Background: an optimization exercise with open tools, aiming at small area. Do not read the settings as production practice. Only simulation tests tie the RTL to the original design; equivalence was not proved. The clock port is modelled as an ideal driver, which makes a skipped or thinned clock tree look cheaper than it is; a real chip needs a root buffer or a tree. Power and IR drop assume default switching activity.

ember:
==> flow/design.v <==
`timescale 1ns / 1ps
module Receiver(
    input clk_i,
    input rst_i,
    input RXD_i,
    output [7:0] data,
    output state
    );
    reg [7:0] data_buff;
    reg busy;
    reg first;
    reg [12:0] t;
    reg [4:0] h;
    wire w = t[1] & t[2] & t[3] & ~t[4] & t[5] & ~t[7] & ~t[8] & ~t[9] & t[10] & t[11] & t[12];
    wire h16 = h[4] & ~h[0];
    wire run = busy & ~first & ~h16;
    wire g = run & ~w;
    always @(posedge clk_i or posedge rst_i)
        if (rst_i) begin
            busy <= 1'b0;
            first <= 1'b1;
        end else begin
            if (!busy)
                busy <= ~RXD_i;
            else if (h16 && RXD_i)
                busy <= 1'b0;
            if (busy)
                first <= 1'b0;
        end
    always @(posedge clk_i) begin
        t <= g ? {~t[11:0], t[3] ^ t[12]} : 13'h1fff;
        h <= busy ? h + {4'd0, run & w} : 5'd31;
        if (run && w && h[0] && !h[4])
            data_buff[h[3:1]] <= RXD_i;
    end
    assign data = data_buff;
    assign state = ~busy & h16;
endmodule
`timescale 1ns / 1ps
module Transceiver(
    input clk_i,
    input rst_i,
    output reg TXD_o,
    input state,
    input [7:0] data
    );
    reg busy;
    reg first;
    reg [12:0] t;
    reg [4:0] h;
    reg c;
    wire w = t[1] & t[2] & t[3] & ~t[4] & t[5] & ~t[7] & ~t[8] & ~t[9] & t[10] & t[11] & t[12];
    wire h17 = h[4] & ~h[1] & h[0];
    wire fin = busy & h17 & ~c & ~state;
    wire run = busy & ~first & ~fin;
    wire g = run & ~w;
    wire [2:0] j = h[3:1];
    wire ev = run & w & ~h[0] & ~h[4];
    wire j5 = j == 3'd5;
    wire x = j5 | (c & j[2] & j[1]);
    wire d = data[j];
    always @(posedge clk_i or posedge rst_i)
        if (rst_i) begin
            busy <= 1'b0;
            first <= 1'b1;
            TXD_o <= 1'b1;
        end else begin
            if (state)
                busy <= 1'b1;
            else if (fin)
                busy <= 1'b0;
            if (busy)
                first <= 1'b0;
            if (fin)
                TXD_o <= 1'b1;
            else if (busy & h[4] & h[1])
                TXD_o <= 1'b0;
            else if (ev)
                TXD_o <= d ^ x;
        end
    always @(posedge clk_i) begin
        t <= g ? {~t[11:0], t[3] ^ t[12]} : 13'h1fff;
        h <= busy ? h + {4'd0, run & w} : 5'd31;
        if (ev)
            c <= d & (j5 | (c & j == 3'd6));
        else if (busy & state & ~h17)
            c <= 1'b1;
        else if (busy & h17 & ~state)
            c <= 1'b0;
    end
endmodule
`timescale 1ns / 1ps
module RS_232_top(
    input clk_i, 
    input rst_i, 
    input RXD_i, 
    output TXD_o
    );
    wire state;
    wire [7:0] data;
    Receiver odbiornik(.clk_i(clk_i), .rst_i(rst_i), .RXD_i(RXD_i), .data(data), .state(state));
    Transceiver nadajnik(.clk_i(clk_i), .rst_i(rst_i), .TXD_o(TXD_o), .data(data), .state(state));
endmodule
==> flow/config.mk <==
export PLATFORM = sky130hd
export DESIGN_NAME = RS_232_top
export DESIGN_NICKNAME = RS_232_top
export VERILOG_FILES = /design/flow/design.v
export SDC_FILE = /design/flow/constraint.sdc
export NUM_CORES = 4
export LEC_CHECK = 0
export ABC_AREA = 1
export CAP_MARGIN = 20
export CORE_MARGIN = 2
export CORE_UTILIZATION = 40
export PLACE_DENSITY = 0.6
export SLEW_MARGIN = 20
==> flow/constraint.sdc <==
create_clock -name core_clock -period 10.0 [get_ports {clk_i}]
set_input_delay 2.0000 -clock core_clock [delete_from_list [all_inputs] [get_ports {clk_i}]]
set_output_delay 2.0000 -clock core_clock [all_outputs]
set_load 0.01 [all_outputs]
run.sh (not shown) runs the stock make flow with config.mk's settings and CLKGATE_MAP_FILE= SYNTH_SCRIPT=/design/flow/synth_recipe.tcl, a recipe that flattens the netlist after the stock synthesis.
Both conditions hold for ember: the flow ran to the end and the final layout passed the timing, DRC and antenna checks.
For quartz, these inputs were changed with respect to ember:
- ABC_CLOCK_PERIOD_IN_PS now 10000, previously not set
- ABC_AREA no longer set, was 1
Notes after the runs:
- Re combinational group share of total power: ember was higher than quartz.
- Going from ember to quartz, the die area was found to have gone down by 82 µm².
- Wire length in quartz vs ember: down about 9%
- Shortest period the worst path allows ends up higher on quartz.
- Taking ember as the reference, in quartz power per cell area moved up; worst setup slack moved down; total power moved up; first-iteration DRC count moved down; sequential share of layout area moved up.
- Against ember, quartz comes in 0.18 ns higher on setup slack on the worst flop-to-flop path.
Input-level comparison between indigo and quartz:
- a deleted ABC_CLOCK_PERIOD_IN_PS that had been 10000
Notes after the runs:
From quartz to indigo, setup slack did not move at all. Comparing indigo with quartz, the largest stage delay on the critical path came out essentially unchanged. quartz -> indigo: share of cell area taken by flip-flops and latches delta 0, exact match. On clock power share, quartz and indigo are neck and neck. Re minimum hold slack: no difference whatsoever between quartz and indigo. Synthesized flop and latch total essentially unchanged between quartz and indigo. Diff indigo..quartz | full die area | unchanged. Comparing indigo against quartz, there is no change at all in routed wire length. indigo -> quartz: max-slew violation total from the final report delta 0, exact match. Diff indigo..quartz | total design power | negligible.

RS_232_top, a different RTL version from the one above (not shown whole).
For scale: roughly 160 cells after synthesis, ~49 flip-flops.
clock: 10.0 ns
lec_check: 0
cap_margin: 20
core_margin: 2
core_utilization: 40
place_density: 0.6
slew_margin: 20
standard.sh (not shown) runs the stock make flow with config.mk's settings and CLKGATE_MAP_FILE= SYNTH_SCRIPT=/design/flow/synth_recipe.tcl, a recipe that flattens the netlist after the stock synthesis.
==> flow/flow/run.sh <==
#!/bin/bash
# Own layout flow: the standard flow (standard.sh, all ORFS steps) with
#  - an area-oriented ABC script for the combinational logic (the registers
#    come out of synthesis exactly as in the standard synthesis),
#  - buf_1 cells as the port buffers,
set -euo pipefail
here=$(pwd)
rm -rf "$here/scripts"
cp -r "$FLOW_HOME/scripts" "$here/scripts"
cp "$here/flow/abc_area.script" "$here/scripts/abc_area.script"
bash "$here/standard.sh" SCRIPTS_DIR="$here/scripts" ABC_AREA=1 \
  BUFFER_PORTS_ARGS="-buffer_cell sky130_fd_sc_hd__buf_1" \
  CTS_ARGS="-sink_clustering_enable -repair_clock_nets -dont_use_dummy_load -buf_list sky130_fd_sc_hd__clkbuf_4" \
  POST_CTS_TCL="$here/flow/cts_fix.tcl" \
  finish > "$here/flow.log" 2>&1
==> flow/flow/abc_area.script <==
&get -n
&st
&dch -f
&nf -R 1000
&put
topo
==> flow/flow/cts_fix.tcl <==
set slew_limit 0.115
set clk_net [get_nets [[[[ord::get_db_block] findBTerm clk_i] getNet] getName]]
set root_loads [get_pins -of_objects $clk_net -filter "direction==input"]
if { [llength $root_loads] == 1 } {
  set root [get_cells -of_objects [lindex $root_loads 0]]
  set root_out [get_pins -of_objects $root -filter "direction==output"]
  set leaf_loads [get_pins -of_objects [get_nets -of_objects $root_out] -filter "direction==input"]
  if { [llength $leaf_loads] <= 4 && [string match "*clkbuf*" [get_property $root ref_name]] } {
    puts "cts_fix: removing root clock buffer [get_full_name $root]"
    remove_buffers [list $root]
  }
}
proc worst_sink_slew { inst } {
  set out [get_pins -of_objects $inst -filter "direction==output"]
  set worst 0
  foreach p [get_pins -of_objects [get_nets -of_objects $out] -filter "direction==input"] {
    set s [get_property $p slew_max]
    if { $s > $worst } { set worst $s }
  }
  return $worst
}
foreach inst [get_cells clkbuf_*] {
  foreach size {4 8 16} {
    replace_cell $inst sky130_fd_sc_hd__clkbuf_$size
    estimate_parasitics -placement
    set s [worst_sink_slew $inst]
    puts "cts_fix: [get_full_name $inst] clkbuf_$size worst sink slew $s"
    if { $s <= $slew_limit } { break }
  }
}
detailed_placement
estimate_parasitics -placement
repair_timing -hold -hold_margin 0
detailed_placement
check_placement -verbose
Then changed:
--- a/flow/flow/run.sh
+++ b/flow/flow/run.sh
@@ -4,4 +4,8 @@
 #    come out of synthesis exactly as in the standard synthesis),
 #  - buf_1 cells as the port buffers,
+#  - a clock tree of clkbuf_4 without dummy loads, where cts_fix.tcl sizes up
+#    the buffers whose clock pins would see too high a slew.
+# make's output goes to flow.log; each ORFS step keeps its own log under
+# orfs/logs/.
 set -euo pipefail
 here=$(pwd)
==> flow/flow/cts_fix.tcl (replaced) <==
estimate_parasitics -placement
foreach inst [get_cells clkbuf_*] {
  set out [get_pins -of_objects $inst -filter "direction==output"]
  set worst 0
  foreach p [get_pins -of_objects [get_nets -of_objects $out] -filter "direction==input"] {
    set s [get_property $p slew_max]
    if { $s > $worst } { set worst $s }
  }
  set ref [get_property $inst ref_name]
  if { $worst > 0.110 } {
    if { $ref == "sky130_fd_sc_hd__clkbuf_4" } {
      puts "cts_fix: [get_full_name $inst] $ref -> clkbuf_8 (slew $worst)"
      replace_cell $inst sky130_fd_sc_hd__clkbuf_8
    } elseif { $ref == "sky130_fd_sc_hd__clkbuf_8" } {
      puts "cts_fix: [get_full_name $inst] $ref -> clkbuf_16 (slew $worst)"
      replace_cell $inst sky130_fd_sc_hd__clkbuf_16
    }
  }
}
detailed_placement
estimate_parasitics -placement
repair_timing -hold -hold_margin 0
detailed_placement
check_placement -verbose
=> The changed run finished clean; power rose by a few percent; area after synthesis is unchanged; setup slack degrades by 0.18 ns; utilization goes up by 0.18 points; fmax goes down by a few percent; cell count climbs slightly; die area does not change.
Then changed:
Settings changed: PLACE_DENSITY 0.6 to 0.9.
Result: Setup slack barely changes. Wire length fell by 4.0%. Fmax is about the same.

## Q
Another version of the RTL of RS_232_top (not shown whole).
Size: about 160 cells after synthesis, roughly 50 flip-flops, ~4 I/O pins.
clock: 10.0 ns
lec_check: 0
cap_margin: 20
core_margin: 2
core_utilization: 40
place_density: 0.6
slew_margin: 20
==> flow/flow/run.sh <==
#!/bin/bash
# Own layout flow: the standard flow (standard.sh, all ORFS steps) with
#  - an area-oriented ABC script for the combinational logic (the registers
#    come out of synthesis exactly as in the standard synthesis),
#  - buf_1 cells as the port buffers,
#  - a clock tree without dummy loads, built from small clock buffers.
# make's output goes to flow.log; each ORFS step keeps its own log under
# orfs/logs/.
set -euo pipefail
here=$(pwd)
rm -rf "$here/scripts"
cp -r "$FLOW_HOME/scripts" "$here/scripts"
cp "$here/flow/abc_area.script" "$here/scripts/abc_area.script"
bash "$here/standard.sh" SCRIPTS_DIR="$here/scripts" ABC_AREA=1 \
  BUFFER_PORTS_ARGS="-buffer_cell sky130_fd_sc_hd__buf_1" \
  CTS_ARGS="-sink_clustering_enable -repair_clock_nets -dont_use_dummy_load -buf_list sky130_fd_sc_hd__clkbuf_8" \
  finish > "$here/flow.log" 2>&1
Scripts as last shown in full above: flow/flow/abc_area.script
Q completed every stage of the flow, and the final layout passed the timing, DRC and antenna checks.
For T, these inputs were changed with respect to Q:
==> flow/run.sh (new file) <==
#!/bin/bash
# synth_recipe.tcl (not shown) runs the flow's synth.tcl, then flattens the netlist and writes it again
# the make line also repeats each setting of config.mk as NAME=value (left out here)
make -C /OpenROAD-flow-scripts/flow DESIGN_CONFIG=/design/flow/config.mk WORK_HOME=/design/flow/orfs CLKGATE_MAP_FILE= SYNTH_SCRIPT=/design/flow/synth_recipe.tcl finish
removed: flow/flow/run.sh
removed: flow/flow/abc_area.script
removed: flow/standard.sh
Notes after the runs:
NOTE: via count in T exceeds that of Q. Re wire length reported by the detailed router: T is about 0.4% up on Q. Comparing the two runs side by side, T comes out behind Q on post-route standard cell area excluding fillers. [compare] base=Q new=T: global-route met2 utilization down 0.96 points; non-clock buffer count down 1. The final reports for T and Q show clock-buffer cell count higher in the former. Synthesized cell count: T higher than Q. T vs Q: clock period minus final worst setup slack up in T. Of Q and T, Q shows the lower synthesized area divided by synthesized cell count, with T above it. Re wire length of the first global-routing pass: Q was lower than T. Against Q as the reference, T delivers a lower total met2 wirelength after detailed routing.

==> port drivers added, routing unchanged <==
How much do the figures lean on ideal ports? The routed layouts below were timed once more, with nothing changed but the port constraints.
Step 1 sets driving cells, clkbuf_16 on the clock port and buf_2 on the other inputs (assumed; they add their load-dependent delay and slew).
Step 2, shift: input delay + t, output delay - t, t = (earliest + latest rising clock arrival at the registers) / 2. This alone moves slack from input paths to output paths.
Slacks: ideal / step 1 / step 2; pairs: ideal / step 1.
| run | t, ns | setup WS [ns] | worst setup path after step 2 | clock arrival spread, ns |
|---|---|---|---|---|
| ember | 0.321 | 6.647 / 6.621 / 6.695 | input to register | 0.008 / 0.007 |
| quartz | 0.325 | 6.643 / 6.617 / 6.923 | input to register | 0.007 / 0.007 |
| indigo | 0.325 | 6.643 / 6.617 / 6.923 | input to register | 0.007 / 0.007 |
| the first run of note 2 | 0.195 | 7.163 / 7.118 / 7.032 | input to register | 0.026 / 0.027 |
| the second run of note 2 | 0.353 | 6.984 / 6.960 / 7.032 | input to register | 0.027 / 0.027 |
| the third run of note 2 | 0.353 | 6.987 / 6.964 / 7.047 | input to register | 0.021 / 0.022 |
| Q | 0.314 | 7.009 / 6.983 / 7.296 | register to output | 0.023 / 0.023 |
| T | 0.323 | 6.630 / 6.603 / 6.926 | register to output | 0.014 / 0.013 |
After both steps setup and hold are still met in every run listed. For the first run of note 2, which loses most, drivers alone change the setup slack by -0.045 ns; drivers and shift together by -0.131 ns.
